What follows belongs to an exercise in optimizing a design on an open flow for a short achievable clock period and few clock cycles; a production flow would make more cautious choices.
Function was checked by simulation only, so behaviour that the tests miss may differ from the original.
No activity file was given, so power comes from the tool's default toggle rates.

<file path="flow/config.mk">
export PLATFORM = sky130hd
export DESIGN_NAME = cpu
export DESIGN_NICKNAME = cpu
export VERILOG_FILES = /design/flow/design.v
export SDC_FILE = /design/flow/constraint.sdc
export NUM_CORES = 4
export LEC_CHECK = 0
export CAP_MARGIN = 20
export CORE_MARGIN = 2
export CORE_UTILIZATION = 35
export SETUP_SLACK_MARGIN = 4.0
export SLEW_MARGIN = 20
export SYNTH_HIERARCHICAL = 1
export TNS_END_PERCENT = 100
</file>
<file path="flow/constraint.sdc">
create_clock -name core_clock -period 7.0 [get_ports {clk}]
set_input_delay 1.4000 -clock core_clock [delete_from_list [all_inputs] [get_ports {clk}]]
set_output_delay 1.4000 -clock core_clock [all_outputs]
set_load 0.01 [all_outputs]
</file>
<file path="flow/design.v">
module cpu(clk, reset, read_data, mem_addr, mem_cmd, out, N, V, Z, w);
    input clk, reset;
    input [15:0] read_data;
    output [8:0] mem_addr;
    output [1:0] mem_cmd;
    output [15:0] out;
    output N, V, Z, w;
    function [16:0] ks16(input [15:0] a, input [15:0] b, input ci);
        reg [15:0] p, g0, p0, g1, p1, g2, p2, g3, p3, g4;
        integer i;
        begin
            p = a ^ b;
            g0 = a & b;
            g0[0] = (a[0] & b[0]) | (p[0] & ci);
            p0 = p;
            for (i = 0; i < 16; i = i + 1) begin
                g1[i] = (i >= 1) ? g0[i] | (p0[i] & g0[i-1]) : g0[i];
                p1[i] = (i >= 1) ? p0[i] & p0[i-1] : p0[i];
            end
            for (i = 0; i < 16; i = i + 1) begin
                g2[i] = (i >= 2) ? g1[i] | (p1[i] & g1[i-2]) : g1[i];
                p2[i] = (i >= 2) ? p1[i] & p1[i-2] : p1[i];
            end
            for (i = 0; i < 16; i = i + 1) begin
                g3[i] = (i >= 4) ? g2[i] | (p2[i] & g2[i-4]) : g2[i];
                p3[i] = (i >= 4) ? p2[i] & p2[i-4] : p2[i];
            end
            for (i = 0; i < 16; i = i + 1)
                g4[i] = (i >= 8) ? g3[i] | (p3[i] & g3[i-8]) : g3[i];
            ks16 = {g4[15], p ^ {g4[14:0], ci}};
        end
    endfunction
    function [8:0] inc9(input [8:0] x);
        reg [16:0] t;
        begin
            t = ks16({7'b0, x}, 16'b0, 1'b1);
            inc9 = t[8:0];
        end
    endfunction
    function [8:0] add_sx5(input [8:0] r, input [4:0] i);
        reg [16:0] lo, up, dn;
        reg [3:0] hi;
        begin
            lo = ks16({11'b0, r[4:0]}, {11'b0, i}, 1'b0);
            up = ks16({12'b0, r[8:5]}, 16'b0, 1'b1);
            dn = ks16({12'b0, r[8:5]}, 16'h000f, 1'b0);
            case ({i[4], lo[5]})
                2'b01: hi = up[3:0];
                2'b10: hi = dn[3:0];
                default: hi = r[8:5];
            endcase
            add_sx5 = {hi, lo[4:0]};
        end
    endfunction
    function [15:0] shinv(input [15:0] x, input [1:0] s, input inv);
        reg [15:0] y;
        begin
            case (s)
                2'b00: y = x;
                2'b01: y = {x[14:0], 1'b0};
                2'b10: y = {1'b0, x[15:1]};
                default: y = {x[15], x[15:1]};
            endcase
            shinv = y ^ {16{inv}};
        end
    endfunction
    function [15:0] sel16(input [127:0] v, input [7:0] s);
        integer j;
        begin
            sel16 = 16'b0;
            for (j = 0; j < 8; j = j + 1)
                sel16 = sel16 | (v[16*j +: 16] & {16{s[j]}});
        end
    endfunction
    function [8:0] sel9(input [71:0] v, input [7:0] s);
        integer j;
        begin
            sel9 = 9'b0;
            for (j = 0; j < 8; j = j + 1)
                sel9 = sel9 | (v[9*j +: 9] & {9{s[j]}});
        end
    endfunction
    function cond_ok(input [2:0] c, input [2:0] f);
        case (c)
            3'd0: cond_ok = 1'b1;
            3'd1: cond_ok = (f == 3'b001);
            3'd2: cond_ok = ~f[0];
            3'd3: cond_ok = (f == 3'b100) | (f == 3'b010);
            3'd4: cond_ok = (f == 3'b100) | (f == 3'b010) | (f == 3'b001);
            default: cond_ok = 1'b0;
        endcase
    endfunction
    reg [127:0] rf;             
    reg [2:0]  flags;           
    reg [15:0] ir;              
    reg        irv;             
    reg        hold;            
    reg        fq;              
    reg [8:0]  pc_f;            
    reg [8:0]  fa, fa1;         
    reg        fpred, fpret;    
    reg [8:0]  fptgt;           
    reg [3:0]  bv, bret;
    reg [35:0] bpc, btg;
    reg [1:0]  bptr;
    reg [8:0]  lr_pred;         
    reg        ld_q;            
    reg [7:0]  ld_wr;
    reg        halted;
    reg        w_q;
    reg [1:0]  cmd_q;
    reg        use_mem, use_jmp;
    reg [8:0]  mmem, mjmp;
    reg [15:0] sdata;
    reg        pA, pB, pD, pM, pT;   
    reg        y_ld, y_st, y_redir, y_halt, y_cmp, y_and, y_fast;
    reg [7:0]  y_wr, y_ldrd;
    reg        ev;
    reg [15:0] opA, opB, resA, resB;
    reg        bypA, bypB, bypD;
    reg        cin;
    reg [7:0]  e_wr;            
    reg        e_fast;          
    reg [7:0]  e_ldrd;
    reg        e_and, e_cmp, e_ld, e_st, e_redir, e_halt;
    reg [7:0]  e_key;           
    reg        e_ins, e_iret, e_call;
    reg [8:0]  e_ipc;
    reg        y_pred, y_pret, y_ins, y_iret, y_call;
    reg [8:0]  y_pc;
    assign mem_cmd = cmd_q;
    assign mem_addr = use_mem ? mmem : use_jmp ? mjmp : pc_f;
    assign out = bypD ? resA : sdata;
    assign {V, N, Z} = flags;
    assign w = w_q;
    wire [15:0] A = bypA ? resA : opA;
    wire [15:0] B = bypB ? resB : opB;
    wire [16:0] sumc = ks16(A, B, cin);
    wire [15:0] sum = sumc[15:0];
    wire [15:0] e_res = e_and ? (A & B) : sum;
    wire zf = &(A ^ B);
    wire s15 = sum[15];
    wire same15 = (A[15] == B[15]);
    wire v1 = same15 & ~A[15];     
    wire v0 = same15 & A[15];      
    wire [2:0] flags_n = e_cmp ? {same15 & (s15 ^ A[15]), s15, zf} : flags;
    wire [15:0] wdata = ld_q ? read_data : e_res;
    wire [7:0]  we = ld_wr | e_wr;
    reg  [127:0] rf_n;
    reg  [127:0] rf_fast;       
    integer k;
    always @(*) begin
        for (k = 0; k < 8; k = k + 1) begin
            rf_n[16*k +: 16] = we[k] ? wdata : rf[16*k +: 16];
            rf_fast[16*k +: 16] = (e_fast & e_wr[k]) ? opB : rf[16*k +: 16];
        end
    end
    wire arriving = fq & ~e_redir & ~e_halt & ~halted;
    wire [63:0] y0, y1, y2, y3, y4, y5, y6;
    dcore #(.CONE(0)) D0(.inst(read_data), .fa1(fa1), .fpred(fpred), .fpret(fpret), .fptgt(fptgt), .rf(rf),
              .rf_fast(rf_fast), .e_wr(e_wr), .e_fast(e_fast), .e_ld(e_ld), .e_ldrd(e_ldrd),
              .e_st(e_st), .e_key(e_key), .e_res(e_res), .e_cmp(e_cmp), .flags(flags), .s15(s15),
              .zf(zf), .v1(v1), .v0(v0), .sdata(out), .arriving(arriving), .hold(hold),
              .irv(irv), .ev(ev), .e_halt(e_halt), .halted(halted), .y_ld(y_ld), .y_st(y_st),
              .y_redir(y_redir), .y_halt(y_halt), .y_cmp(y_cmp), .y_and(y_and), .y_fast(y_fast),
              .y_wr(y_wr), .y_ldrd(y_ldrd), .pT(pT), .y(y0));
    dcore #(.CONE(1)) D1(.inst(read_data), .fa1(fa1), .fpred(fpred), .fpret(fpret), .fptgt(fptgt), .rf(rf),
              .rf_fast(rf_fast), .e_wr(e_wr), .e_fast(e_fast), .e_ld(e_ld), .e_ldrd(e_ldrd),
              .e_st(e_st), .e_key(e_key), .e_res(e_res), .e_cmp(e_cmp), .flags(flags), .s15(s15),
              .zf(zf), .v1(v1), .v0(v0), .sdata(out), .arriving(arriving), .hold(hold),
              .irv(irv), .ev(ev), .e_halt(e_halt), .halted(halted), .y_ld(y_ld), .y_st(y_st),
              .y_redir(y_redir), .y_halt(y_halt), .y_cmp(y_cmp), .y_and(y_and), .y_fast(y_fast),
              .y_wr(y_wr), .y_ldrd(y_ldrd), .pT(pT), .y(y1));
    dcore #(.CONE(2)) D2(.inst(read_data), .fa1(fa1), .fpred(fpred), .fpret(fpret), .fptgt(fptgt), .rf(rf),
              .rf_fast(rf_fast), .e_wr(e_wr), .e_fast(e_fast), .e_ld(e_ld), .e_ldrd(e_ldrd),
              .e_st(e_st), .e_key(e_key), .e_res(e_res), .e_cmp(e_cmp), .flags(flags), .s15(s15),
              .zf(zf), .v1(v1), .v0(v0), .sdata(out), .arriving(arriving), .hold(hold),
              .irv(irv), .ev(ev), .e_halt(e_halt), .halted(halted), .y_ld(y_ld), .y_st(y_st),
              .y_redir(y_redir), .y_halt(y_halt), .y_cmp(y_cmp), .y_and(y_and), .y_fast(y_fast),
              .y_wr(y_wr), .y_ldrd(y_ldrd), .pT(pT), .y(y2));
    dcore #(.CONE(3)) D3(.inst(read_data), .fa1(fa1), .fpred(fpred), .fpret(fpret), .fptgt(fptgt), .rf(rf),
              .rf_fast(rf_fast), .e_wr(e_wr), .e_fast(e_fast), .e_ld(e_ld), .e_ldrd(e_ldrd),
              .e_st(e_st), .e_key(e_key), .e_res(e_res), .e_cmp(e_cmp), .flags(flags), .s15(s15),
              .zf(zf), .v1(v1), .v0(v0), .sdata(out), .arriving(arriving), .hold(hold),
              .irv(irv), .ev(ev), .e_halt(e_halt), .halted(halted), .y_ld(y_ld), .y_st(y_st),
              .y_redir(y_redir), .y_halt(y_halt), .y_cmp(y_cmp), .y_and(y_and), .y_fast(y_fast),
              .y_wr(y_wr), .y_ldrd(y_ldrd), .pT(pT), .y(y3));
    dcore #(.CONE(4)) D4(.inst(read_data), .fa1(fa1), .fpred(fpred), .fpret(fpret), .fptgt(fptgt), .rf(rf),
              .rf_fast(rf_fast), .e_wr(e_wr), .e_fast(e_fast), .e_ld(e_ld), .e_ldrd(e_ldrd),
              .e_st(e_st), .e_key(e_key), .e_res(e_res), .e_cmp(e_cmp), .flags(flags), .s15(s15),
              .zf(zf), .v1(v1), .v0(v0), .sdata(out), .arriving(arriving), .hold(hold),
              .irv(irv), .ev(ev), .e_halt(e_halt), .halted(halted), .y_ld(y_ld), .y_st(y_st),
              .y_redir(y_redir), .y_halt(y_halt), .y_cmp(y_cmp), .y_and(y_and), .y_fast(y_fast),
              .y_wr(y_wr), .y_ldrd(y_ldrd), .pT(pT), .y(y4));
    dcore #(.CONE(5)) D5(.inst(read_data), .fa1(fa1), .fpred(fpred), .fpret(fpret), .fptgt(fptgt), .rf(rf),
              .rf_fast(rf_fast), .e_wr(e_wr), .e_fast(e_fast), .e_ld(e_ld), .e_ldrd(e_ldrd),
              .e_st(e_st), .e_key(e_key), .e_res(e_res), .e_cmp(e_cmp), .flags(flags), .s15(s15),
              .zf(zf), .v1(v1), .v0(v0), .sdata(out), .arriving(arriving), .hold(hold),
              .irv(irv), .ev(ev), .e_halt(e_halt), .halted(halted), .y_ld(y_ld), .y_st(y_st),
              .y_redir(y_redir), .y_halt(y_halt), .y_cmp(y_cmp), .y_and(y_and), .y_fast(y_fast),
              .y_wr(y_wr), .y_ldrd(y_ldrd), .pT(pT), .y(y5));
    dcore #(.CONE(6)) D6(.inst(read_data), .fa1(fa1), .fpred(fpred), .fpret(fpret), .fptgt(fptgt), .rf(rf),
              .rf_fast(rf_fast), .e_wr(e_wr), .e_fast(e_fast), .e_ld(e_ld), .e_ldrd(e_ldrd),
              .e_st(e_st), .e_key(e_key), .e_res(e_res), .e_cmp(e_cmp), .flags(flags), .s15(s15),
              .zf(zf), .v1(v1), .v0(v0), .sdata(out), .arriving(arriving), .hold(hold),
              .irv(irv), .ev(ev), .e_halt(e_halt), .halted(halted), .y_ld(y_ld), .y_st(y_st),
              .y_redir(y_redir), .y_halt(y_halt), .y_cmp(y_cmp), .y_and(y_and), .y_fast(y_fast),
              .y_wr(y_wr), .y_ldrd(y_ldrd), .pT(pT), .y(y6));
    wire [8:0] a_mem = y0[8:0];
    wire [8:0] a_jmp = y1[8:0];
    wire [15:0] a_opB = y2[15:0];
    wire [15:0] a_opA = y3[31:16];
    wire [15:0] a_sdata = y3[15:0];
    wire [15:0] a_resB = y4[15:0];
    wire n_ld = y5[7], n_st = y5[6], n_redir = y5[5], n_halt = y5[4];
    wire ev_n = y5[3], hz_n = y5[2], hold_n = y5[1], irv_n = y5[0];
    wire [7:0] c_wr = y6[63:56], c_ldrd = y6[55:48];
    wire c_cmp = y6[47], c_and = y6[46], c_fast = y6[45], a_ins = y6[44], d_bx = y6[43];
    wire d_call = y6[42], a_bypA = y6[41], a_bypB = y6[40], a_bypD = y6[39];
    wire pA_n = y6[38], pB_n = y6[37], pD_n = y6[36], pM_n = y6[35], pT_n = y6[34];
    wire d_ldr = y6[33], d_str = y6[32], a_redir = y6[31], d_halt = y6[30], d_cmp = y6[29];
    wire d_and = y6[28], d_fastc = y6[27];
    wire [7:0] a_wr = y6[26:19], rd_oh = y6[18:11];
    wire halted_n = halted | e_halt;
    wire [15:0] src = ld_q ? read_data : resA;
    wire y_inv = (ir[15:11] == 5'b10101) | (ir[15:11] == 5'b10111);
    wire fetching = cmd_q[1] & ~e_ld;
    reg [3:0] bhit;
    integer j;
    always @(*)
        for (j = 0; j < 4; j = j + 1)
            bhit[j] = bv[j] & (bpc[9*j +: 9] == mem_addr);
    wire bpred = |bhit;
    wire bpret = |(bhit & bret);
    wire [8:0] btgt = bpret ? lr_pred : ({9{bhit[0]}} & btg[8:0]) | ({9{bhit[1]}} & btg[17:9]) |
                                        ({9{bhit[2]}} & btg[26:18]) | ({9{bhit[3]}} & btg[35:27]);
    wire [8:0] addr1 = inc9(mem_addr);
    always @(posedge clk) begin
        rf <= rf_n;
        flags <= flags_n;
        resA <= e_res;
        fa <= mem_addr;
        fa1 <= addr1;
        fptgt <= btgt;
        if (e_call) lr_pred <= opB[8:0];
        resB <= a_resB;
        if (pA) opA <= src; else if (arriving) opA <= a_opA;
        if (pB) opB <= shinv(src, ir[4:3], y_inv); else if (arriving) opB <= a_opB;
        if (pD) sdata <= src; else if (arriving) sdata <= a_sdata;
        if (pM) mmem <= add_sx5(src[8:0], ir[4:0]); else if (arriving) mmem <= a_mem;
        if (pT) mjmp <= src[8:0]; else if (arriving) mjmp <= a_jmp;
        bypA <= arriving & a_bypA;
        bypB <= arriving & a_bypB;
        bypD <= arriving & a_bypD;
        pA <= pA_n;
        pB <= pB_n;
        pD <= pD_n;
        pM <= pM_n;
        pT <= pT_n;
        if (arriving) begin
            ir <= read_data;
            y_pred <= fpred;
            y_pret <= fpret;
            y_ins <= a_ins;
            y_iret <= d_bx;
            y_call <= d_call;
            y_pc <= fa;
            y_ld <= d_ldr;
            y_st <= d_str;
            y_redir <= a_redir;
            y_halt <= d_halt;
            y_cmp <= d_cmp;
            y_and <= d_and;
            y_fast <= d_fastc;
            y_wr <= a_wr;
            y_ldrd <= rd_oh;
        end
        cin <= c_cmp;
        e_and <= c_and;
        e_fast <= c_fast;
        e_ldrd <= c_ldrd;
        e_ins <= ev_n & (hold ? y_ins : a_ins);
        e_iret <= hold ? y_iret : d_bx;
        e_ipc <= hold ? y_pc : fa;
        e_call <= ev_n & (hold ? y_call : d_call);
        e_key <= hold ? {ir[10:8], ir[4:0]} : {read_data[10:8], read_data[4:0]};
        if (reset) begin
            irv <= 1'b0;
            hold <= 1'b0;
            fq <= 1'b0;
            pc_f <= 9'd0;
            bv <= 4'b0;
            bptr <= 2'd0;
            fpred <= 1'b0;
            fpret <= 1'b0;
            ld_q <= 1'b0;
            ld_wr <= 8'b0;
            halted <= 1'b0;
            w_q <= 1'b0;
            cmd_q <= 2'b10;
            use_mem <= 1'b0;
            use_jmp <= 1'b0;
            ev <= 1'b0;
            e_wr <= 8'b0;
            e_cmp <= 1'b0;
            e_ld <= 1'b0;
            e_st <= 1'b0;
            e_redir <= 1'b0;
            e_halt <= 1'b0;
        end else begin
            irv <= irv_n;
            hold <= hold_n;
            fq <= fetching & ~hz_n;
            pc_f <= (fetching & ~hz_n) ? (bpred ? btgt : addr1) : pc_f;
            if (fetching & ~hz_n) begin
                fpred <= bpred;
                fpret <= bpret;
            end
            if (e_ins) begin
                bv[bptr] <= 1'b1;
                bret[bptr] <= e_iret;
                bpc[9*bptr +: 9] <= e_ipc;
                btg[9*bptr +: 9] <= mjmp;
                bptr <= bptr + 2'd1;
            end
            ld_q <= e_ld;
            ld_wr <= e_ld ? e_ldrd : 8'b0;
            halted <= halted_n;
            w_q <= halted_n | n_halt;
            ev <= ev_n;
            e_wr <= ev_n ? c_wr : 8'b0;
            e_cmp <= ev_n & c_cmp;
            e_ld <= n_ld;
            e_st <= n_st;
            e_redir <= n_redir;
            e_halt <= n_halt;
            if (halted_n | n_halt) begin
                cmd_q <= 2'b00;
                use_mem <= 1'b0;
                use_jmp <= 1'b0;
            end else begin
                cmd_q <= n_st ? 2'b01 : 2'b10;
                use_mem <= n_ld | n_st;
                use_jmp <= n_redir;
            end
        end
    end
endmodule
module dcore(inst, fa1, fpred, fpret, fptgt, rf, rf_fast, e_wr, e_fast, e_ld, e_ldrd, e_st,
             e_key, e_res, e_cmp, flags, s15, zf, v1, v0, sdata, arriving, hold, irv, ev,
             e_halt, halted, y_ld, y_st, y_redir, y_halt, y_cmp, y_and, y_fast, y_wr, y_ldrd,
             pT, y);
    parameter CONE = 0;
    input [15:0] inst;
    input [8:0] fa1;
    input fpred, fpret;
    input [8:0] fptgt;
    input [127:0] rf, rf_fast;
    input [7:0] e_wr;
    input e_fast, e_ld;
    input [7:0] e_ldrd;
    input e_st;
    input [7:0] e_key;
    input [15:0] e_res;
    input e_cmp;
    input [2:0] flags;
    input s15, zf, v1, v0;
    input [15:0] sdata;
    input arriving, hold, irv, ev, e_halt, halted;
    input y_ld, y_st, y_redir, y_halt, y_cmp, y_and, y_fast;
    input [7:0] y_wr, y_ldrd;
    input pT;
    output reg [63:0] y;
    function [16:0] ks16(input [15:0] a, input [15:0] b, input ci);
        reg [15:0] p, g0, p0, g1, p1, g2, p2, g3, p3, g4;
        integer i;
        begin
            p = a ^ b;
            g0 = a & b;
            g0[0] = (a[0] & b[0]) | (p[0] & ci);
            p0 = p;
            for (i = 0; i < 16; i = i + 1) begin
                g1[i] = (i >= 1) ? g0[i] | (p0[i] & g0[i-1]) : g0[i];
                p1[i] = (i >= 1) ? p0[i] & p0[i-1] : p0[i];
            end
            for (i = 0; i < 16; i = i + 1) begin
                g2[i] = (i >= 2) ? g1[i] | (p1[i] & g1[i-2]) : g1[i];
                p2[i] = (i >= 2) ? p1[i] & p1[i-2] : p1[i];
            end
            for (i = 0; i < 16; i = i + 1) begin
                g3[i] = (i >= 4) ? g2[i] | (p2[i] & g2[i-4]) : g2[i];
                p3[i] = (i >= 4) ? p2[i] & p2[i-4] : p2[i];
            end
            for (i = 0; i < 16; i = i + 1)
                g4[i] = (i >= 8) ? g3[i] | (p3[i] & g3[i-8]) : g3[i];
            ks16 = {g4[15], p ^ {g4[14:0], ci}};
        end
    endfunction
    function [8:0] inc9(input [8:0] x);
        reg [16:0] t;
        begin
            t = ks16({7'b0, x}, 16'b0, 1'b1);
            inc9 = t[8:0];
        end
    endfunction
    function [8:0] add_sx5(input [8:0] r, input [4:0] i);
        reg [16:0] lo, up, dn;
        reg [3:0] hi;
        begin
            lo = ks16({11'b0, r[4:0]}, {11'b0, i}, 1'b0);
            up = ks16({12'b0, r[8:5]}, 16'b0, 1'b1);
            dn = ks16({12'b0, r[8:5]}, 16'h000f, 1'b0);
            case ({i[4], lo[5]})
                2'b01: hi = up[3:0];
                2'b10: hi = dn[3:0];
                default: hi = r[8:5];
            endcase
            add_sx5 = {hi, lo[4:0]};
        end
    endfunction
    function [15:0] shinv(input [15:0] x, input [1:0] s, input inv);
        reg [15:0] y;
        begin
            case (s)
                2'b00: y = x;
                2'b01: y = {x[14:0], 1'b0};
                2'b10: y = {1'b0, x[15:1]};
                default: y = {x[15], x[15:1]};
            endcase
            shinv = y ^ {16{inv}};
        end
    endfunction
    function [15:0] sel16(input [127:0] v, input [7:0] s);
        integer j;
        begin
            sel16 = 16'b0;
            for (j = 0; j < 8; j = j + 1)
                sel16 = sel16 | (v[16*j +: 16] & {16{s[j]}});
        end
    endfunction
    function [8:0] sel9(input [71:0] v, input [7:0] s);
        integer j;
        begin
            sel9 = 9'b0;
            for (j = 0; j < 8; j = j + 1)
                sel9 = sel9 | (v[9*j +: 9] & {9{s[j]}});
        end
    endfunction
    function cond_ok(input [2:0] c, input [2:0] f);
        case (c)
            3'd0: cond_ok = 1'b1;
            3'd1: cond_ok = (f == 3'b001);
            3'd2: cond_ok = ~f[0];
            3'd3: cond_ok = (f == 3'b100) | (f == 3'b010);
            3'd4: cond_ok = (f == 3'b100) | (f == 3'b010) | (f == 3'b001);
            default: cond_ok = 1'b0;
        endcase
    endfunction
    reg  [127:0] shv;           
    reg  [71:0]  addr_k;        
    reg  [71:0]  base_k;
    integer k;
    wire [2:0] opc = inst[15:13];
    wire [1:0] op = inst[12:11];
    wire [2:0] rn = inst[10:8], rd = inst[7:5], rm = inst[2:0];
    wire [1:0] sh = inst[4:3];
    wire [4:0] im5 = inst[4:0];
    wire d_movi = (opc == 3'b110) & (op == 2'b10);
    wire d_movr = (opc == 3'b110) & (op == 2'b00);
    wire d_add  = (opc == 3'b101) & (op == 2'b00);
    wire d_cmp  = (opc == 3'b101) & (op == 2'b01);
    wire d_and  = (opc == 3'b101) & (op == 2'b10);
    wire d_mvn  = (opc == 3'b101) & (op == 2'b11);
    wire d_ldr  = (opc == 3'b011) & (op == 2'b00);
    wire d_str  = (opc == 3'b100) & (op == 2'b00);
    wire d_b    = (opc == 3'b001) & (op == 2'b00);
    wire d_bl   = (opc == 3'b010) & (op == 2'b11) & (rn == 3'b111);
    wire d_blx  = (opc == 3'b010) & (op == 2'b10) & (rn == 3'b111);
    wire d_bx   = (opc == 3'b010) & (op == 2'b00) & (rn == 3'b000);
    wire d_halt = ~(d_movi | d_movr | d_add | d_cmp | d_and | d_mvn | d_ldr | d_str |
                    d_b | d_bl | d_blx | d_bx);
    wire d_regA = d_add | d_cmp | d_and;                    
    wire d_regB = d_movr | d_add | d_cmp | d_and | d_mvn;   
    wire d_inv  = d_cmp | d_mvn;
    wire d_mem  = d_ldr | d_str;
    wire d_tgt  = d_bx | (d_blx & (rd != 3'b111));          
    wire d_fwd  = d_ldr & e_st & (inst[10:8] == e_key[7:5]) & (inst[4:0] == e_key[4:0]);
    wire [7:0] rd_oh = 8'b1 << rd;
    wire [7:0] rn_oh = 8'b1 << rn;
    wire [7:0] rm_oh = 8'b1 << rm;
    always @(*) begin
        for (k = 0; k < 8; k = k + 1) begin
            shv[16*k +: 16] = shinv(rf[16*k +: 16], sh, d_inv);
            base_k[9*k +: 9] = rf_fast[16*k +: 9];
            addr_k[9*k +: 9] = add_sx5(rf[16*k +: 9], im5);
        end
    end
    wire [15:0] rA = sel16(rf, rn_oh);
    wire [15:0] rD = sel16(rf, rd_oh);
    wire [15:0] rMs = sel16(shv, rm_oh);
    wire [15:0] sx8 = {{8{inst[7]}}, inst[7:0]};
    wire [15:0] a_opA = d_regA ? rA : 16'b0;
    wire [15:0] a_opB = d_movi ? sx8 : (d_bl | d_blx) ? {7'b0, fa1} : d_fwd ? sdata : rMs;
    wire e_wr_rn = |(e_wr & rn_oh);
    wire e_wr_rm = |(e_wr & rm_oh);
    wire e_wr_rd = |(e_wr & rd_oh);
    wire a_bypA = d_regA & e_wr_rn;
    wire a_bypB = d_regB & e_wr_rm;
    wire [15:0] a_resB = shinv(e_res, sh, d_inv);
    wire [15:0] a_sdata = rD;
    wire tk_old = cond_ok(rn, flags);
    wire tk1 = cond_ok(rn, {v1, 1'b1, zf});
    wire tk0 = cond_ok(rn, {v0, 1'b0, zf});
    wire taken = e_cmp ? (s15 ? tk1 : tk0) : tk_old;
    wire r7_mis = (rf_fast[16*7 +: 9] != fptgt);
    wire a_redir = fpred ? (fpret ? r7_mis : ~taken) : (d_b & taken) | d_bl | d_blx | d_bx;
    wire a_ins = ~fpred & ((d_b & taken & inst[7]) | (d_bx & (rd == 3'b111)));
    wire [8:0] a_mem = sel9(addr_k, rn_oh);
    wire [16:0] br_s = ks16({7'b0, fa1}, {7'b0, sx8[8:0]}, 1'b0);
    wire [8:0] a_jmp = (fpred & ~fpret) ? fa1 :
                       (d_b | d_bl) ? br_s[8:0] : d_tgt ? sel9(base_k, rd_oh) : fa1;
    wire a_hz = (d_mem & e_wr_rn) | (d_tgt & e_wr_rd & ~e_fast);
    wire hz_n = arriving & a_hz;
    wire hold_n = arriving & (e_ld | a_hz);
    wire [7:0] pend = e_ld ? e_ldrd : e_wr;     
    wire [7:0] a_wr = d_movi ? rn_oh :
                      (d_movr | d_add | d_and | d_mvn | d_fwd) ? rd_oh :
                      (d_bl | d_blx) ? 8'b1000_0000 : 8'b0;
    wire c_ld    = hold ? y_ld : d_ldr & ~d_fwd;
    wire c_st    = hold ? y_st : d_str;
    wire c_redir = hold ? (y_redir | pT) : a_redir;
    wire c_halt  = hold ? y_halt : d_halt;
    wire c_cmp   = hold ? y_cmp : d_cmp;
    wire c_and   = hold ? y_and : d_and;
    wire c_fast  = hold ? y_fast : (d_movi | d_bl | d_blx | d_fwd);
    wire [7:0] c_wr   = hold ? y_wr : a_wr;
    wire [7:0] c_ldrd = hold ? y_ldrd : rd_oh;
    wire irv_n = arriving | (irv & ~ev);
    wire ev_n = irv_n & ~e_ld & ~e_halt & ~halted & ~hz_n;
    wire halted_n = halted | e_halt;
    wire n_ld = ev_n & c_ld, n_st = ev_n & c_st, n_redir = ev_n & c_redir;
    wire n_halt = ev_n & c_halt;
    wire [7:0] pend_m = pend;
    always @(*) begin
        y = 64'b0;
        case (CONE)
            0: y[8:0] = a_mem;
            1: y[8:0] = a_jmp;
            2: y[15:0] = a_opB;
            3: y[31:0] = {a_opA, a_sdata};
            4: y[15:0] = a_resB;
            5: y[7:0] = {n_ld, n_st, n_redir, n_halt, ev_n, hz_n, hold_n, irv_n};
            default: y[63:0] = {c_wr, c_ldrd, c_cmp, c_and, c_fast, a_ins, d_bx, d_bl | d_blx,
                                a_bypA, a_bypB, e_wr_rd,
                                hold_n & d_regA & |(rn_oh & pend), hold_n & d_regB & |(rm_oh & pend),
                                hold_n & |(rd_oh & pend), hold_n & d_mem & |(rn_oh & pend),
                                hold_n & d_tgt & |(rd_oh & pend),
                                d_ldr, d_str, a_redir, d_halt, d_cmp, d_and,
                                d_movi | d_bl | d_blx, a_wr, rd_oh, 11'b0};
        endcase
    end
endmodule
</file>
<file path="flow/run.sh">
#!/bin/bash
# synth_recipe.tcl (not shown) runs the flow's synth.tcl, then flattens the netlist and writes it again
# the make line also repeats each setting of config.mk as NAME=value (left out here)
make -C /OpenROAD-flow-scripts/flow DESIGN_CONFIG=/design/flow/config.mk WORK_HOME=/design/flow/orfs CLKGATE_MAP_FILE= SYNTH_SCRIPT=/design/flow/synth_recipe.tcl finish
</file>
==> flow_metrics.py, run 1 <==
metrics = {
    "placed_design": {
        "dp_slack_ns": 2.09,
        "place_hpwl_mm": 92.5,
        "port_buffers": 48,
        "gp_congestion": 0.988,
        "dpl.cell_count": 4842,
    },
    "route": {
        "antenna_left": 0,
        "post_drt_wl_per_cell_um": 28.2,
        "vias": 32500,
        "viasPerCell": 6.22,
        "first_iter_violations": 4568,
        "route.detailed.drc": 0,
        "firstDrtPassIters": 6,
        "drt-total-wl_mm": 147,
    },
    "timing": {
        "slew_viol_final": 0,
        "period_minus_slack_ns": 3.70,
        "setup_tns_ns": 0,
        "worst_slack_ns": 3.30,
        "setup_viol": 0,
        "period_share_pct": 52.8,
        "hold_violations": 0,
        "tightest_slew_ns": 1.21,
        "rsz0062_at_grt": "true",
        "relSlewSlack_pct": 18.9,
        "fmax_ghz": 0.271,
        "clock_skew_ns": 0.0179,
    },
    "setup_path": {
        "arrival_ns": 4.08,
        "r2r_setup_slack_ns": 3.32,
        "r2r_end": "use_jmp$_SDFF_PP0_",
        "timing.rr.start": "bypB$_DFF_P_",
        "path_max_fanout": 6,
        "crit_type": "input port to flip-flop",
        "required_ns": 7.39,
        "reg2reg_depth": 16,
        "cp-end-kind": "flip-flop",
        "critPathLaunchType": "input port",
    },
    "logic_synthesis": {
        "synth_nets": 3767,
        "syn_area_um2": 35700,
        "yosys_warnings": 14,
        "postSynthAreaPerCell_um2": 9.85,
        "syn_inst": 3622,
    },
    "clock_network": {
        "clk_pin_slew_ns": 0.06,
        "cts-root-buf": "clkbuf_16",
        "clock-sinks": 476,
        "clockBufferDepth": 3,
        "h-tree-depth": 2,
        "clk_latency_ns": 0.65,
        "cts_tree": "done",
        "numCtsBuffers": 52,
        "ctsHoldBuffers": 0,
    },
    "power": {
        "intPower_uw": 6760,
        "leakagePower_uw": 0.0170,
        "ir_drop_v": 0.000216,
        "fin_total_pwr_uw": 10400,
        "swShare_pct": 35.0,
        "pwr-share-clk_pct": 27.0,
        "p_seq_share_pct": 36.6,
        "switchingPower_uw": 3640,
        "power_frac_comb_pct": 36.4,
        "power_density_nw_per_um2": 232,
    },
    "flow_run": {
        "drv_cap": 0,
    },
    "die": {
        "io_pins": 49,
        "initial_core_util_pct": 35.2,
        "fp.dieW_um": 323,
        "core_um2": 101000,
        "std_cell_rows": 117,
        "die_h_um": 323,
        "die_area_um2": 104000,
    },
    "finish": {
        "drive_above_1_share_pct": 30.1,
        "nets": 3950,
        "final_cells": 5217,
        "area_growth_pct": 25.6,
    },
    "global_routing": {
        "grt_pass1_vias": 30500,
        "grt_pass1_wl_mm": 209,
        "track_usage_pct": 27.0,
        "antenna_found_initial": 1,
        "grt_max_degree": 77,
        "grt.overflow.total": 0,
    },
    "worst_hold_path": {
        "min_to": "y_pc[1]$_DFFE_PP_",
        "min-delay-start": "fa[1]$_DFF_P_",
        "holdPathStages": 0,
        "hold_class": "flip-flop to flip-flop",
    },
    "run_status": {
        "status": "timing/DRC/antenna clean",
    },
}
-- worst max-delay path by stage --
stage                          start            endpoint  slack (ns)  cells after the start
finish                  read_data[1]   mmem[8]$_DFFE_PP_        3.30                     15
global route            bypB$_DFF_P_  use_jmp$_SDFF_PP0_        3.22                     16
CTS                 opB[0]$_DFFE_PP_  use_jmp$_SDFF_PP0_        3.38                     15
detailed placement      read_data[2]   mmem[8]$_DFFE_PP_        2.09                     14
global placement       read_data[13]   opB[13]$_DFFE_PP_        2.10                      8
floorplan               read_data[1]   mmem[6]$_DFFE_PP_        3.19                     13
-- critical path, cell delays in order --
cell and delay [ns]:
buf_16 0.13, ha_4 0.21, a21o_1 0.17, a21oi_2 0.14, nor2b_1 0.06, o21ai_1 0.12
nand2b_1 0.14, ha_4 0.35, nor2_4 0.04, mux2_4 0.27, a222oi_1 0.43, o22ai_2 0.15
nor2_1 0.16, nand2_2 0.10, o21a_1 0.19
-- cells in the final DEF, fill, tap and decap left out, types with 128 or more instances in the layout --
cell type  instances
dfxtp_1          136
mux2_2           212
a21oi_1          128
nand2_1          255
edfxtp_1         329
nor2_1           177
inv_1            185
mux2i_1          241
o21ai_0          161
buf_4            197
-- layout make-up --
class	instances	area (um^2)
fillers	9417	56600
well taps	1368	1710
flip-flops and latches	476	12800
diodes	1	2.50
repair buffers	380	4650
inverters	198	769
repair inverters	1	5.00
clock buffers	77	1560
clock inverters	20	165
multi-input cells	2696	23100
-- power by group through the flow --
stage / logic [uW] / registers (uW) / clock network (uW)
2_1_floorplan: 1970 / 3720 / 0
3_3_place_gp: 2760 / 3880 / 0
3_5_place_dp: 2780 / 3880 / 0
4_1_cts: 3420 / 3800 / 2840
5_1_grt: 3980 / 3820 / 2940
6_report: 3780 / 3810 / 2810
-- per-stage QoR --
step                      util, %  hold slack, ns  instance area [um^2]
after floorplan                 -           0.404                 36600
after global placement       37.1           0.408                 37600
after detailed placement     37.1           0.413                 37600
after CTS                    42.6           0.428                 43200
after global routing         44.2           0.433                 44800
final                        44.2           0.426                 44800
-- what timing repair did --
item,in CTS,in global routing
resized for setup,498,209
endpoints found under the setup margin,302,232
pin swaps,119,89
setup buffers,170,72
cloned,26,9
-- sequential cells by signal, summed over array words and instances, names as in the netlist, 12 cells and up --
signal  flops
resA       16
opB        16
ir         12
sdata      16
btg        36
resB       16
rf        128
opA        16
bpc        36
-- layer usage --
metal / GRT usage, % / wire length [um] / vias up
li1: - / - / 13900
met1: 35.3 / 57400 / 15800
met2: 40.6 / 63100 / 2179
met3: 6.22 / 16700 / 569
met4: 15.9 / 10100 / 0
met5: 0 / 0 / -
Testbench counts, summed over its fixed seeds: cycles 20,667.
==> inputs of run 2 (changes only) <==
--- a/flow/config.mk
+++ b/flow/config.mk
@@ -10,5 +10,4 @@
 export CORE_UTILIZATION = 35
 export SETUP_SLACK_MARGIN = 4.0
 export SLEW_MARGIN = 20
-export SYNTH_HIERARCHICAL = 1
 export TNS_END_PERCENT = 100
==> run 2 against run 1 <==
Effect of this change: clock skew up 0.019 ns; die area down 9.1%; sequential share of layout area up 1.6 points; cell count down 8.7%; routed wire length up 0.76%; setup slack better by 0.044 ns; area after synthesis down 9.2%; largest power group is now combinational logic; critical path depth down 2; synthesized cell count down 9.6%; power up 5.5%; flip-flop and latch count unchanged; final area down 5.2%.
==> flow_metrics.py, run 2 <==
metrics = {
    "setup_path": {
        "cp_cell_sequence": "buf_4 > mux2i_4 > inv_1 > ha_2 > a21o_1 > a21oi_2 > o21bai_1 > a21o_1 > inv_1 > ha_1 > nor2_1 > o221ai_2 > o31a_1",
        "critPathLaunchType": "flip-flop",
        "path_buf_inv": 3,
        "r2r_setup_slack_ns": 3.35,
        "cp-end-kind": "flip-flop",
        "crit_type": "flip-flop to flip-flop",
        "cpPeakStageDelay_ns": 0.61,
        "cp_slowest_cell": "buf_4",
        "path_max_fanout": 39,
        "arrival_ns": 4.06,
        "required_ns": 7.41,
        "cp_top_family": "compound AO/OA/AOI/OAI gates",
    },
    "clock_network": {
        "clockBufferDepth": 3,
        "h-tree-depth": 2,
        "clock-sinks": 476,
        "clk_latency_ns": 0.66,
        "cts-root-buf": "clkbuf_16",
        "clk_pin_slew_ns": 0.08,
        "numCtsBuffers": 53,
        "cts_tree": "done",
    },
    "timing": {
        "setup_tns_ns": 0,
        "worst_slack_ns": 3.35,
        "relSlewSlack_pct": 22.4,
        "period_minus_slack_ns": 3.65,
        "rsz0062_at_grt": "true",
        "fmax_ghz": 0.274,
        "period_share_pct": 52.2,
        "clock_skew_ns": 0.0370,
        "setup_viol": 0,
        "tightest_slew_ns": 1.16,
        "slew_viol_final": 0,
        "hold_violations": 0,
        "timing.hold.ws_ns": 0.421,
    },
    "logic_synthesis": {
        "synth_top_area_cell": "edfxtp_1",
        "yosysSeqAreaShare_pct": 39.6,
        "synth_nets": 3416,
        "synthTopCellsByCount": "329 x edfxtp_1, 269 x nand2_1, 248 x mux2i_1",
        "ys.flop_type": "edfxtp_1",
        "synth_seq_cells": 476,
        "synth_most_common_cell": "edfxtp_1",
        "synth.distinct_cells": 87,
        "netlist.area_leader.share_pct": 30.5,
        "ys_async_sr_fraction_pct": 0,
        "synth_edf_count": 329,
        "synth_area_leaders": "edfxtp_1 30%, dfxtp_1 9.1%, mux2i_1 7.7%",
        "postSynthAreaPerCell_um2": 9.90,
        "syn_area_um2": 32400,
        "syn_inst": 3273,
        "yosys_warnings": 8,
    },
    "finish": {
        "final_cells": 4763,
        "top_regs": "rf: 128 flops, bpc: 36 flops, btg: 36 flops",
        "largest_reg_flops": 128,
        "drive_above_1_share_pct": 32.5,
        "nets": 3676,
        "multi_input_area_um2": 20700,
        "final_cell_mix": "329 x edfxtp_1, 266 x buf_4, 255 x nand2_1, 224 x mux2i_1, 169 x o21ai_0",
        "regArea_um2": 12800,
        "layout_commonest_cell": "edfxtp_1",
        "n_fill_cell": 8340,
        "antenna_cells": 0,
        "finalInstanceArea_um2": 42500,
        "regMostFlops": "rf",
        "area_growth_pct": 31.1,
    },
    "die": {
        "die_area_um2": 95000,
        "std_cell_rows": 111,
        "initial_core_util_pct": 35.3,
        "io_pins": 49,
        "die_h_um": 308,
        "core_um2": 91700,
        "fp.dieW_um": 308,
    },
    "global_routing": {
        "antenna_found_initial": 6,
        "grt.overflow.total": 0,
        "track_usage_pct": 29.8,
        "grt_max_degree": 53,
        "grt_pass1_vias": 28500,
        "grt_pass1_wl_mm": 206,
    },
    "route": {
        "viasPerCell": 6.47,
        "first_iter_violations": 4974,
        "vias": 30800,
        "firstDrtPassIters": 10,
        "route.detailed.drc": 0,
        "drt-total-wl_mm": 148,
        "post_drt_wl_per_cell_um": 31.2,
        "antenna_left": 0,
    },
    "run_status": {
        "status": "timing/DRC/antenna clean",
    },
    "placed_design": {
        "post_dp_cell_area_um2": 34700,
        "dpl.cell_count": 4340,
        "port_buffers": 48,
        "place_hpwl_mm": 93.4,
        "gp_congestion": 1.05,
        "dp_slack_ns": 1.92,
    },
    "power": {
        "leakagePower_uw": 0.0162,
        "ir_drop_v": 0.000208,
        "power_density_nw_per_um2": 258,
    },
    "worst_hold_path": {
        "hold_class": "flip-flop to flip-flop",
    },
    "flow_run": {
        "drv_cap": 0,
    },
}
[run 2: through the flow]
| stage | util [%] | power [uW] |
|---|---|---|
| after global placement | 37.9 | 6910 |
| final | 46.3 | 11000 |
| after global routing | 46.3 | 11300 |
| after floorplan | - | 5810 |
| after CTS | 44.0 | 10500 |
| after detailed placement | 37.9 | 6940 |
[run 2: kinds of logic after synthesis]
group / count (synthesis) / synth area share, %
simple gates: 753 / 11.5
xor+xnor: 128 / 3.46
flops: 476 / 39.6
fa+ha+maj: 126 / 5.14
compound gates: 885 / 18.4
mux: 493 / 17.0
buf+inv: 412 / 5.01
[run 2: layout make-up]
cell class	instances	area share (%)
clock buffer	73	3.74
clock inverter	26	0.663
inverter	179	1.80
multi-input combinational	2388	48.7
sequential	476	30.3
tap	1186	3.49
timing repair buffer	433	11.3
timing repair inverter	2	0.0471
[run 2: final timing paths]
kind | startpoint | depth (start not counted) | to
setup / recovery | ld_q$_SDFF_PP0_ | 13 | mmem[8]$_DFFE_PP_
hold / removal | fa[7]$_DFF_P_ | 0 | y_pc[7]$_DFFE_PP_
setup reg to reg | ld_q$_SDFF_PP0_ | 13 | mmem[8]$_DFFE_PP_
hold reg to reg | fa[7]$_DFF_P_ | 0 | y_pc[7]$_DFFE_PP_
[run 2: metal layers]
| layer | global-route usage (%) | up-vias | routed length [um] |
|---|---|---|---|
| met3 | 9.58 | 620 | 20500 |
| met1 | 39.6 | 14900 | 57100 |
| li1 | - | 12900 | - |
| met2 | 43.0 | 2408 | 60200 |
| met4 | 15.3 | 8 | 10400 |
| met5 | 0.775 | - | 138 |
[run 2: what timing repair did]
| action | in CTS | in global routing |
|---|---|---|
| hold buffers | 0 | 0 |
| setup buffers | 181 | 111 |
| endpoints found under the setup margin | 359 | 295 |
| resized for setup | 550 | 225 |
| gates cloned | 22 | 10 |
| pin swaps | 98 | 114 |
[run 2: report_power, final]
group / leakage (uW) / switching [uW] / internal, uW
Clock: 0.000921 / 1260 / 1780
Combinational: 0.0111 / 2400 / 1670
Sequential: 0.00425 / 294 / 3570
Total: 0.0162 / 3960 / 7020
==> inputs of run 3 (changes only) <==
--- a/flow/design.v
+++ b/flow/design.v
@@ -109,7 +109,7 @@
     reg        halted;
     reg        w_q;
     reg [1:0]  cmd_q;
-    reg        use_mem, use_jmp;
+    reg        use_mem, use_jmp, use_pcf;
     reg [8:0]  mmem, mjmp;
     reg [15:0] sdata;
     reg        pA, pB, pD, pM, pT;   
@@ -124,12 +124,13 @@
     reg [7:0]  e_ldrd;
     reg        e_and, e_cmp, e_ld, e_st, e_redir, e_halt;
     reg [7:0]  e_key;           
-    reg        e_ins, e_iret, e_call;
+    reg        e_iret, e_call;
     reg [8:0]  e_ipc;
-    reg        y_pred, y_pret, y_ins, y_iret, y_call;
+    reg        y_iret, y_call, y_bk, y_r7;
+    reg        e_bk, e_r7;
     reg [8:0]  y_pc;
     assign mem_cmd = cmd_q;
-    assign mem_addr = use_mem ? mmem : use_jmp ? mjmp : pc_f;
+    assign mem_addr = ({9{use_mem}} & mmem) | ({9{use_jmp}} & mjmp) | ({9{use_pcf}} & pc_f);
     assign out = bypD ? resA : sdata;
     assign {V, N, Z} = flags;
     assign w = w_q;
@@ -156,14 +157,18 @@
         end
     end
     wire arriving = fq & ~e_redir & ~e_halt & ~halted;
-    wire [63:0] y0, y1, y2, y3, y4, y5, y6;
-    dcore #(.CONE(0)) D0(.inst(read_data), .fa1(fa1), .fpred(fpred), .fpret(fpret), .fptgt(fptgt), .rf(rf),
-              .rf_fast(rf_fast), .e_wr(e_wr), .e_fast(e_fast), .e_ld(e_ld), .e_ldrd(e_ldrd),
-              .e_st(e_st), .e_key(e_key), .e_res(e_res), .e_cmp(e_cmp), .flags(flags), .s15(s15),
-              .zf(zf), .v1(v1), .v0(v0), .sdata(out), .arriving(arriving), .hold(hold),
-              .irv(irv), .ev(ev), .e_halt(e_halt), .halted(halted), .y_ld(y_ld), .y_st(y_st),
-              .y_redir(y_redir), .y_halt(y_halt), .y_cmp(y_cmp), .y_and(y_and), .y_fast(y_fast),
-              .y_wr(y_wr), .y_ldrd(y_ldrd), .pT(pT), .y(y0));
+    wire [63:0] y0, y1, y2, y3, y4, y5, y6, y5b, y6b, y7;
+    wire [7:0] mrn_oh;
+    wire [71:0] maddr_k;
+    dec3 MD(.x(read_data[10:8]), .y(mrn_oh));
+    genvar gk;
+    generate
+        for (gk = 0; gk < 8; gk = gk + 1) begin : MA
+            addk A(.r(rf[16*gk +: 9]), .i(read_data[4:0]), .s(maddr_k[9*gk +: 9]));
+        end
+    endgenerate
+    wire [8:0] a_mem;
+    sel8x9 MS(.v(maddr_k), .s(mrn_oh), .y(a_mem));
     dcore #(.CONE(1)) D1(.inst(read_data), .fa1(fa1), .fpred(fpred), .fpret(fpret), .fptgt(fptgt), .rf(rf),
               .rf_fast(rf_fast), .e_wr(e_wr), .e_fast(e_fast), .e_ld(e_ld), .e_ldrd(e_ldrd),
               .e_st(e_st), .e_key(e_key), .e_res(e_res), .e_cmp(e_cmp), .flags(flags), .s15(s15),
@@ -192,39 +197,67 @@
               .irv(irv), .ev(ev), .e_halt(e_halt), .halted(halted), .y_ld(y_ld), .y_st(y_st),
               .y_redir(y_redir), .y_halt(y_halt), .y_cmp(y_cmp), .y_and(y_and), .y_fast(y_fast),
               .y_wr(y_wr), .y_ldrd(y_ldrd), .pT(pT), .y(y4));
-    dcore #(.CONE(5)) D5(.inst(read_data), .fa1(fa1), .fpred(fpred), .fpret(fpret), .fptgt(fptgt), .rf(rf),
+    dcore #(.CONE(5), .TK(1)) D5(.inst(read_data), .fa1(fa1), .fpred(fpred), .fpret(fpret), .fptgt(fptgt), .rf(rf),
               .rf_fast(rf_fast), .e_wr(e_wr), .e_fast(e_fast), .e_ld(e_ld), .e_ldrd(e_ldrd),
               .e_st(e_st), .e_key(e_key), .e_res(e_res), .e_cmp(e_cmp), .flags(flags), .s15(s15),
               .zf(zf), .v1(v1), .v0(v0), .sdata(out), .arriving(arriving), .hold(hold),
               .irv(irv), .ev(ev), .e_halt(e_halt), .halted(halted), .y_ld(y_ld), .y_st(y_st),
               .y_redir(y_redir), .y_halt(y_halt), .y_cmp(y_cmp), .y_and(y_and), .y_fast(y_fast),
               .y_wr(y_wr), .y_ldrd(y_ldrd), .pT(pT), .y(y5));
-    dcore #(.CONE(6)) D6(.inst(read_data), .fa1(fa1), .fpred(fpred), .fpret(fpret), .fptgt(fptgt), .rf(rf),
+    dcore #(.CONE(5), .TK(2)) D5b(.inst(read_data), .fa1(fa1), .fpred(fpred), .fpret(fpret), .fptgt(fptgt), .rf(rf),
+              .rf_fast(rf_fast), .e_wr(e_wr), .e_fast(e_fast), .e_ld(e_ld), .e_ldrd(e_ldrd),
+              .e_st(e_st), .e_key(e_key), .e_res(e_res), .e_cmp(e_cmp), .flags(flags), .s15(s15),
+              .zf(zf), .v1(v1), .v0(v0), .sdata(out), .arriving(arriving), .hold(hold),
+              .irv(irv), .ev(ev), .e_halt(e_halt), .halted(halted), .y_ld(y_ld), .y_st(y_st),
+              .y_redir(y_redir), .y_halt(y_halt), .y_cmp(y_cmp), .y_and(y_and), .y_fast(y_fast),
+              .y_wr(y_wr), .y_ldrd(y_ldrd), .pT(pT), .y(y5b));
+    dcore #(.CONE(6), .TK(1)) D6(.inst(read_data), .fa1(fa1), .fpred(fpred), .fpret(fpret), .fptgt(fptgt), .rf(rf),
               .rf_fast(rf_fast), .e_wr(e_wr), .e_fast(e_fast), .e_ld(e_ld), .e_ldrd(e_ldrd),
               .e_st(e_st), .e_key(e_key), .e_res(e_res), .e_cmp(e_cmp), .flags(flags), .s15(s15),
               .zf(zf), .v1(v1), .v0(v0), .sdata(out), .arriving(arriving), .hold(hold),
               .irv(irv), .ev(ev), .e_halt(e_halt), .halted(halted), .y_ld(y_ld), .y_st(y_st),
               .y_redir(y_redir), .y_halt(y_halt), .y_cmp(y_cmp), .y_and(y_and), .y_fast(y_fast),
               .y_wr(y_wr), .y_ldrd(y_ldrd), .pT(pT), .y(y6));
-    wire [8:0] a_mem = y0[8:0];
+    dcore #(.CONE(7), .TK(3)) D7(.inst(read_data), .fa1(fa1), .fpred(fpred), .fpret(fpret), .fptgt(fptgt), .rf(rf),
+              .rf_fast(rf_fast), .e_wr(e_wr), .e_fast(e_fast), .e_ld(e_ld), .e_ldrd(e_ldrd),
+              .e_st(e_st), .e_key(e_key), .e_res(e_res), .e_cmp(e_cmp), .flags(flags), .s15(s15),
+              .zf(zf), .v1(v1), .v0(v0), .sdata(out), .arriving(arriving), .hold(hold),
+              .irv(irv), .ev(ev), .e_halt(e_halt), .halted(halted), .y_ld(y_ld), .y_st(y_st),
+              .y_redir(y_redir), .y_halt(y_halt), .y_cmp(y_cmp), .y_and(y_and), .y_fast(y_fast),
+              .y_wr(y_wr), .y_ldrd(y_ldrd), .pT(pT), .y(y7));
+    dcore #(.CONE(6), .TK(2)) D6b(.inst(read_data), .fa1(fa1), .fpred(fpred), .fpret(fpret), .fptgt(fptgt), .rf(rf),
+              .rf_fast(rf_fast), .e_wr(e_wr), .e_fast(e_fast), .e_ld(e_ld), .e_ldrd(e_ldrd),
+              .e_st(e_st), .e_key(e_key), .e_res(e_res), .e_cmp(e_cmp), .flags(flags), .s15(s15),
+              .zf(zf), .v1(v1), .v0(v0), .sdata(out), .arriving(arriving), .hold(hold),
+              .irv(irv), .ev(ev), .e_halt(e_halt), .halted(halted), .y_ld(y_ld), .y_st(y_st),
+              .y_redir(y_redir), .y_halt(y_halt), .y_cmp(y_cmp), .y_and(y_and), .y_fast(y_fast),
+              .y_wr(y_wr), .y_ldrd(y_ldrd), .pT(pT), .y(y6b));
     wire [8:0] a_jmp = y1[8:0];
     wire [15:0] a_opB = y2[15:0];
     wire [15:0] a_opA = y3[31:16];
     wire [15:0] a_sdata = y3[15:0];
     wire [15:0] a_resB = y4[15:0];
-    wire n_ld = y5[7], n_st = y5[6], n_redir = y5[5], n_halt = y5[4];
+    wire n_ld = y5[7], n_st = y5[6], n_halt = y5[4];
+    wire br_taken;
+    takenm TKM(.c(read_data[10:8]), .flags(flags), .e_cmp(e_cmp), .s15(s15), .zf(zf), .v1(v1), .v0(v0),
+               .t(br_taken));
+    wire n_redir = br_taken ? y5b[5] : y5[5];
     wire ev_n = y5[3], hz_n = y5[2], hold_n = y5[1], irv_n = y5[0];
     wire [7:0] c_wr = y6[63:56], c_ldrd = y6[55:48];
-    wire c_cmp = y6[47], c_and = y6[46], c_fast = y6[45], a_ins = y6[44], d_bx = y6[43];
+    wire c_cmp = y6[47], c_and = y6[46], c_fast = y6[45], d_bx = y6[43];
+    wire c_bk = y6[44], c_r7 = y6[10];    
+    wire y_redir_n = y7[0];             
     wire d_call = y6[42], a_bypA = y6[41], a_bypB = y6[40], a_bypD = y6[39];
     wire pA_n = y6[38], pB_n = y6[37], pD_n = y6[36], pM_n = y6[35], pT_n = y6[34];
-    wire d_ldr = y6[33], d_str = y6[32], a_redir = y6[31], d_halt = y6[30], d_cmp = y6[29];
+    wire d_ldr = y6[33], d_str = y6[32], d_halt = y6[30], d_cmp = y6[29];
     wire d_and = y6[28], d_fastc = y6[27];
+    wire a_redir = br_taken ? y6b[31] : y6[31];
     wire [7:0] a_wr = y6[26:19], rd_oh = y6[18:11];
     wire halted_n = halted | e_halt;
     wire [15:0] src = ld_q ? read_data : resA;
     wire y_inv = (ir[15:11] == 5'b10101) | (ir[15:11] == 5'b10111);
     wire fetching = cmd_q[1] & ~e_ld;
+    wire e_ins = (e_bk & e_redir) | e_r7;
     reg [3:0] bhit;
     integer j;
     always @(*)
@@ -259,15 +292,14 @@
         pT <= pT_n;
         if (arriving) begin
             ir <= read_data;
-            y_pred <= fpred;
-            y_pret <= fpret;
-            y_ins <= a_ins;
+            y_bk <= c_bk;
+            y_r7 <= c_r7;
             y_iret <= d_bx;
             y_call <= d_call;
             y_pc <= fa;
             y_ld <= d_ldr;
             y_st <= d_str;
-            y_redir <= a_redir;
+            y_redir <= y_redir_n;
             y_halt <= d_halt;
             y_cmp <= d_cmp;
             y_and <= d_and;
@@ -279,7 +311,8 @@
         e_and <= c_and;
         e_fast <= c_fast;
         e_ldrd <= c_ldrd;
-        e_ins <= ev_n & (hold ? y_ins : a_ins);
+        e_bk <= ev_n & (hold ? y_bk : c_bk);
+        e_r7 <= ev_n & (hold ? y_r7 : c_r7);
         e_iret <= hold ? y_iret : d_bx;
         e_ipc <= hold ? y_pc : fa;
         e_call <= ev_n & (hold ? y_call : d_call);
@@ -300,6 +333,7 @@
             cmd_q <= 2'b10;
             use_mem <= 1'b0;
             use_jmp <= 1'b0;
+            use_pcf <= 1'b1;
             ev <= 1'b0;
             e_wr <= 8'b0;
             e_cmp <= 1'b0;
@@ -316,7 +350,7 @@
                 fpred <= bpred;
                 fpret <= bpret;
             end
-            if (e_ins) begin
+            if (e_ins) begin   
                 bv[bptr] <= 1'b1;
                 bret[bptr] <= e_iret;
                 bpc[9*bptr +: 9] <= e_ipc;
@@ -338,10 +372,12 @@
                 cmd_q <= 2'b00;
                 use_mem <= 1'b0;
                 use_jmp <= 1'b0;
+                use_pcf <= 1'b1;
             end else begin
                 cmd_q <= n_st ? 2'b01 : 2'b10;
                 use_mem <= n_ld | n_st;
                 use_jmp <= n_redir;
+                use_pcf <= ~(n_ld | n_st | n_redir);
             end
         end
     end
@@ -351,6 +387,7 @@
              e_halt, halted, y_ld, y_st, y_redir, y_halt, y_cmp, y_and, y_fast, y_wr, y_ldrd,
              pT, y);
     parameter CONE = 0;
+    parameter TK = 0;       
     input [15:0] inst;
     input [8:0] fa1;
     input fpred, fpret;
@@ -511,7 +548,8 @@
     wire tk_old = cond_ok(rn, flags);
     wire tk1 = cond_ok(rn, {v1, 1'b1, zf});
     wire tk0 = cond_ok(rn, {v0, 1'b0, zf});
-    wire taken = e_cmp ? (s15 ? tk1 : tk0) : tk_old;
+    wire taken = (TK == 1) ? 1'b0 : (TK == 2) ? 1'b1 : (TK == 3) ? tk_old :
+                 e_cmp ? (s15 ? tk1 : tk0) : tk_old;
     wire r7_mis = (rf_fast[16*7 +: 9] != fptgt);
     wire a_redir = fpred ? (fpret ? r7_mis : ~taken) : (d_b & taken) | d_bl | d_blx | d_bx;
     wire a_ins = ~fpred & ((d_b & taken & inst[7]) | (d_bx & (rd == 3'b111)));
@@ -550,13 +588,90 @@
             3: y[31:0] = {a_opA, a_sdata};
             4: y[15:0] = a_resB;
             5: y[7:0] = {n_ld, n_st, n_redir, n_halt, ev_n, hz_n, hold_n, irv_n};
-            default: y[63:0] = {c_wr, c_ldrd, c_cmp, c_and, c_fast, a_ins, d_bx, d_bl | d_blx,
+            7: y[0] = a_redir;
+            default: y[63:0] = {c_wr, c_ldrd, c_cmp, c_and, c_fast, ~fpred & d_b & inst[7], d_bx, d_bl | d_blx,
                                 a_bypA, a_bypB, e_wr_rd,
                                 hold_n & d_regA & |(rn_oh & pend), hold_n & d_regB & |(rm_oh & pend),
                                 hold_n & |(rd_oh & pend), hold_n & d_mem & |(rn_oh & pend),
                                 hold_n & d_tgt & |(rd_oh & pend),
                                 d_ldr, d_str, a_redir, d_halt, d_cmp, d_and,
-                                d_movi | d_bl | d_blx, a_wr, rd_oh, 11'b0};
+                                d_movi | d_bl | d_blx, a_wr, rd_oh, ~fpred & d_bx & (rd == 3'b111), 10'b0};
         endcase
     end
 endmodule
+module dec3(x, y);
+    input [2:0] x;
+    output [7:0] y;
+    assign y = 8'b1 << x;
+endmodule
+module sel8x9(v, s, y);
+    input [71:0] v;
+    input [7:0] s;
+    output [8:0] y;
+    assign y = (v[8:0] & {9{s[0]}}) | (v[17:9] & {9{s[1]}}) | (v[26:18] & {9{s[2]}}) |
+               (v[35:27] & {9{s[3]}}) | (v[44:36] & {9{s[4]}}) | (v[53:45] & {9{s[5]}}) |
+               (v[62:54] & {9{s[6]}}) | (v[71:63] & {9{s[7]}});
+endmodule
+module addk(r, i, s);
+    input [8:0] r;
+    input [4:0] i;
+    output [8:0] s;
+    wire [4:0] lo;
+    wire c5;
+    add5 L(.a(r[4:0]), .b(i), .s(lo), .co(c5));
+    wire [3:0] up = r[8:5] + 4'd1;
+    wire [3:0] dn = r[8:5] - 4'd1;
+    wire [3:0] hi;
+    hisel H(.r(r[8:5]), .up(up), .dn(dn), .neg(i[4]), .c(c5), .y(hi));
+    assign s = {hi, lo};
+endmodule
+module add5(a, b, s, co);
+    input [4:0] a, b;
+    output [4:0] s;
+    output co;
+    wire [4:0] g = a & b;
+    wire [4:0] t = a | b;
+    wire c1 = g[0];
+    wire c2 = g[1] | (t[1] & g[0]);
+    wire c3 = g[2] | (t[2] & g[1]) | (t[2] & t[1] & g[0]);
+    wire c4 = g[3] | (t[3] & g[2]) | (t[3] & t[2] & g[1]) | (t[3] & t[2] & t[1] & g[0]);
+    assign co = g[4] | (t[4] & c4);
+    assign s = (a ^ {c4, c3, c2, c1, 1'b0}) ^ b;
+endmodule
+module hisel(r, up, dn, neg, c, y);
+    input [3:0] r, up, dn;
+    input neg, c;
+    output [3:0] y;
+    assign y = (neg == c) ? r : c ? up : dn;
+endmodule
+module takenm(c, flags, e_cmp, s15, zf, v1, v0, t);
+    input [2:0] c, flags;
+    input e_cmp, s15, zf, v1, v0;
+    output t;
+    wire [4:0] cand;
+    tkcand TC(.c(c), .flags(flags), .v1(v1), .v0(v0), .cand(cand));
+    tksel TS(.cand(cand), .e_cmp(e_cmp), .s15(s15), .zf(zf), .t(t));
+endmodule
+module tkcand(c, flags, v1, v0, cand);
+    input [2:0] c, flags;
+    input v1, v0;
+    output [4:0] cand;      
+    function cond_ok(input [2:0] cc, input [2:0] f);
+        case (cc)
+            3'd0: cond_ok = 1'b1;
+            3'd1: cond_ok = (f == 3'b001);
+            3'd2: cond_ok = ~f[0];
+            3'd3: cond_ok = (f == 3'b100) | (f == 3'b010);
+            3'd4: cond_ok = (f == 3'b100) | (f == 3'b010) | (f == 3'b001);
+            default: cond_ok = 1'b0;
+        endcase
+    endfunction
+    assign cand = {cond_ok(c, flags), cond_ok(c, {v1, 1'b1, 1'b1}), cond_ok(c, {v1, 1'b1, 1'b0}),
+                   cond_ok(c, {v0, 1'b0, 1'b1}), cond_ok(c, {v0, 1'b0, 1'b0})};
+endmodule
+module tksel(cand, e_cmp, s15, zf, t);
+    input [4:0] cand;
+    input e_cmp, s15, zf;
+    output t;
+    assign t = ~e_cmp ? cand[4] : s15 ? (zf ? cand[3] : cand[2]) : (zf ? cand[1] : cand[0]);
+endmodule
--- a/flow/config.mk
+++ b/flow/config.mk
@@ -10,4 +10,5 @@
 export CORE_UTILIZATION = 35
 export SETUP_SLACK_MARGIN = 4.0
 export SLEW_MARGIN = 20
+export SYNTH_HIERARCHICAL = 1
 export TNS_END_PERCENT = 100
==> run 3 against run 2 <==
Effect of this change: utilization down 2.2 points; critical path depth up 2; fmax up 2.5%; non-clock buffer count down 36; routed wire length down 2.5%; flip-flop and latch count up 3; sequential share of layout area down 1.5 points; synthesized cell count up 10%; cell count up 9.2%; combinational power down 4%; power down 3.7%; clock skew down 0.0038 ns; critical endpoint is now use_pcf$_SDFF_PP1_; largest cell class unchanged.
==> flow_metrics.py, run 3 <==
metrics = {
    "logic_synthesis": {
        "yosys_warnings": 17,
        "syn_area_um2": 35900,
        "synth_nets": 3707,
        "syn_inst": 3606,
        "postSynthAreaPerCell_um2": 9.96,
    },
    "route": {
        "drt-total-wl_mm": 145,
        "antenna_left": 0,
        "viasPerCell": 6.11,
        "firstDrtPassIters": 6,
        "post_drt_wl_per_cell_um": 27.8,
        "vias": 31800,
        "route.detailed.drc": 0,
        "first_iter_violations": 4537,
    },
    "clock_network": {
        "clock-sinks": 479,
        "ctsHoldBuffers": 0,
        "h-tree-depth": 2,
        "clk_latency_ns": 0.64,
        "cts_tree": "done",
        "clk_pin_slew_ns": 0.07,
        "clockBufferDepth": 3,
        "cts-root-buf": "clkbuf_16",
        "numCtsBuffers": 52,
    },
    "setup_path": {
        "required_ns": 7.56,
        "cp-end-kind": "flip-flop",
        "r2r_setup_slack_ns": 3.44,
        "crit_start": "bypA$_DFF_P_",
        "crit_path_frequent_cell": "nor2_1",
        "path_max_fanout": 6,
        "critPathLaunchType": "flip-flop",
        "crit_cells": 15,
        "arrival_ns": 4.12,
        "crit_end": "use_pcf$_SDFF_PP1_",
        "cp_slowest_cell": "o311ai_4",
        "r2r_end": "use_pcf$_SDFF_PP1_",
        "path_buf_inv": 1,
        "cpPeakStageDelay_ns": 0.48,
        "cp_cell_sequence": "buf_12 > mux2_4 > ha_4 > a21o_1 > o21ba_4 > a211o_1 > a21oi_2 > o21ai_2 > a31o_2 > xor2_4 > o311ai_4 > mux2i_1 > nor2_1 > and3_1 > nor2_1",
        "timing.rr.start": "bypA$_DFF_P_",
        "crit_type": "flip-flop to flip-flop",
        "reg2reg_depth": 15,
        "cp_top_family": "compound AO/OA/AOI/OAI gates",
    },
    "finish": {
        "nets": 3889,
        "area_growth_pct": 25.0,
        "top_regs": "rf: 128 flops, bpc: 36 flops, btg: 36 flops",
        "n_fill_cell": 9528,
        "largest_reg_flops": 128,
        "regMostFlops": "rf",
        "layout_commonest_cell": "mux2i_1",
        "final_cell_mix": "345 x mux2i_1, 330 x edfxtp_1, 260 x nand2_1, 231 x inv_1, 213 x buf_4",
        "drive_above_1_share_pct": 30.3,
    },
    "die": {
        "std_cell_rows": 117,
        "io_pins": 49,
        "die_h_um": 324,
        "die_area_um2": 105000,
        "initial_core_util_pct": 35.3,
        "fp.dieW_um": 324,
        "core_um2": 102000,
    },
    "global_routing": {
        "grt.overflow.total": 0,
        "grt_pass1_vias": 29500,
        "grt_pass1_wl_mm": 205,
        "track_usage_pct": 25.8,
        "grt_max_degree": 77,
        "antenna_found_initial": 5,
    },
    "placed_design": {
        "port_buffers": 48,
        "gp_congestion": 0.978,
        "place_hpwl_mm": 90.8,
    },
    "timing": {
        "clock_skew_ns": 0.0332,
        "setup_viol": 0,
        "setup_tns_ns": 0,
        "rsz0062_at_grt": "true",
        "slew_viol_final": 0,
        "period_minus_slack_ns": 3.57,
        "period_share_pct": 50.9,
        "relSlewSlack_pct": 20.8,
        "fmax_ghz": 0.281,
        "hold_violations": 0,
        "timing.hold.ws_ns": 0.431,
        "tightest_slew_ns": 1.19,
    },
    "power": {
        "ir_drop_v": 0.000257,
        "leakagePower_uw": 0.0176,
        "power_density_nw_per_um2": 235,
        "fin_total_pwr_uw": 10600,
    },
    "run_status": {
        "status": "timing/DRC/antenna clean",
    },
    "flow_run": {
        "drv_cap": 0,
    },
    "worst_hold_path": {
        "holdPathStages": 0,
        "hold_class": "flip-flop to flip-flop",
    },
}
-- run 3: cell types whose count changed in the layout (fill, tap and decap cells not counted), sizes merged, moves of 40 or more --
cell	before	now
xnor2	92	165
o211ai	62	22
inv	177	249
ha	113	63
mux2i	248	356
o22a	0	41
buf	404	360
xor2	36	83
-- run 3: worst reg2reg max path, cell delays in order (launching register included) --
cell,delay (ns)
dfxtp_4,0.44
buf_12,0.15
mux2_4,0.32
ha_4,0.23
a21o_1,0.18
o21ba_4,0.20
a211o_1,0.27
a21oi_2,0.14
o21ai_2,0.09
a31o_2,0.25
xor2_4,0.18
o311ai_4,0.48
mux2i_1,0.24
nor2_1,0.07
and3_1,0.17
nor2_1,0.08
-- run 3: worst min path at each step --
stage                  startpoint                 to  slack (ns)
finish              fa[4]$_DFF_P_  y_pc[4]$_DFFE_PP_        0.43
global route        fa[4]$_DFF_P_  y_pc[4]$_DFFE_PP_        0.45
CTS                 fa[4]$_DFF_P_  y_pc[4]$_DFFE_PP_        0.43
detailed placement  fa[4]$_DFF_P_  y_pc[4]$_DFFE_PP_        0.42
global placement    fa[4]$_DFF_P_  y_pc[4]$_DFFE_PP_        0.41
floorplan           fa[0]$_DFF_P_  y_pc[0]$_DFFE_PP_        0.40
-- run 3: where the power goes --
part	switching [uW]	leakage, uW	internal (uW)
Sequential	284	0.00428	3540
Combinational	2150	0.0124	1730
Clock	1250	0.000864	1600
-- run 3: routing by layer --
layer	up-vias	GRT usage (%)	part of all wire [%]
li1	13700	-	-
met1	15500	35.1	40
met2	2102	37.8	42
met3	518	6.05	12
met4	4	13.8	6.4
met5	-	0	0.018
-- run 3: layout make-up --
| cell class | instances | area, um^2 | area share [%] |
|---|---|---|---|
| repair buffers | 397 | 5020 | 11.2 |
| flip-flops and latches | 479 | 12900 | 28.8 |
| clock inverters | 23 | 203 | 0.451 |
| clock buffers | 73 | 1530 | 3.40 |
| diodes | 3 | 7.51 | 0.0167 |
| inverters | 255 | 1030 | 2.30 |
| multi-input cells | 2603 | 22500 | 50.1 |
| well taps | 1368 | 1710 | 3.81 |
-- run 3: metrics by stage --
stage | util, % | area [um^2] | setup WS [ns] | cells
5_1_grt | 44.1 | 44900 | 3.33 | 5198
3_5_place_dp | 37.0 | 37600 | 2.06 | 4822
4_1_cts | 42.3 | 43100 | 3.49 | 5108
2_1_floorplan | - | 36700 | 3.25 | 3606
3_3_place_gp | 37.0 | 37600 | 2.13 | 4822
6_report | 44.1 | 44900 | 3.44 | 5201
-- run 3: timing repair --
action | in CTS | in global routing
cloned | 33 | 9
setup buffers | 157 | 81
pin swaps | 90 | 113
hold endpoints to repair | 0 | 0
setup endpoints to repair | 301 | 216
gates resized for setup | 484 | 229
Testbench counts of run 3, summed over its fixed seeds: cycles 20,667.

==> what the ideal ports hide <==
No port has a modelled driver above. Below, the same layouts with a new extraction and two added sets of constraints. Step 1: set_driving_cell puts a clkbuf_16 on clk and a buf_2 on each other input, an assumption about the parent block. Step 2 times the ports against the registers' clock, not the clock port: input delays grow and output delays shrink by t, the midpoint of the rising clock arrivals with the driver on. a / b / c = ideal ports / drivers / drivers and shift; a / b = the first two.
| run | t, ns | setup slack, ns |
|---|---|---|
| run 1 | 0.706 | 3.303 / 3.033 / 2.326 |
| run 2 | 0.710 | 3.347 / 3.290 / 2.579 |
| run 3 | 0.696 | 3.435 / 3.354 / 2.658 |
After both steps setup and hold are still met in every run listed.
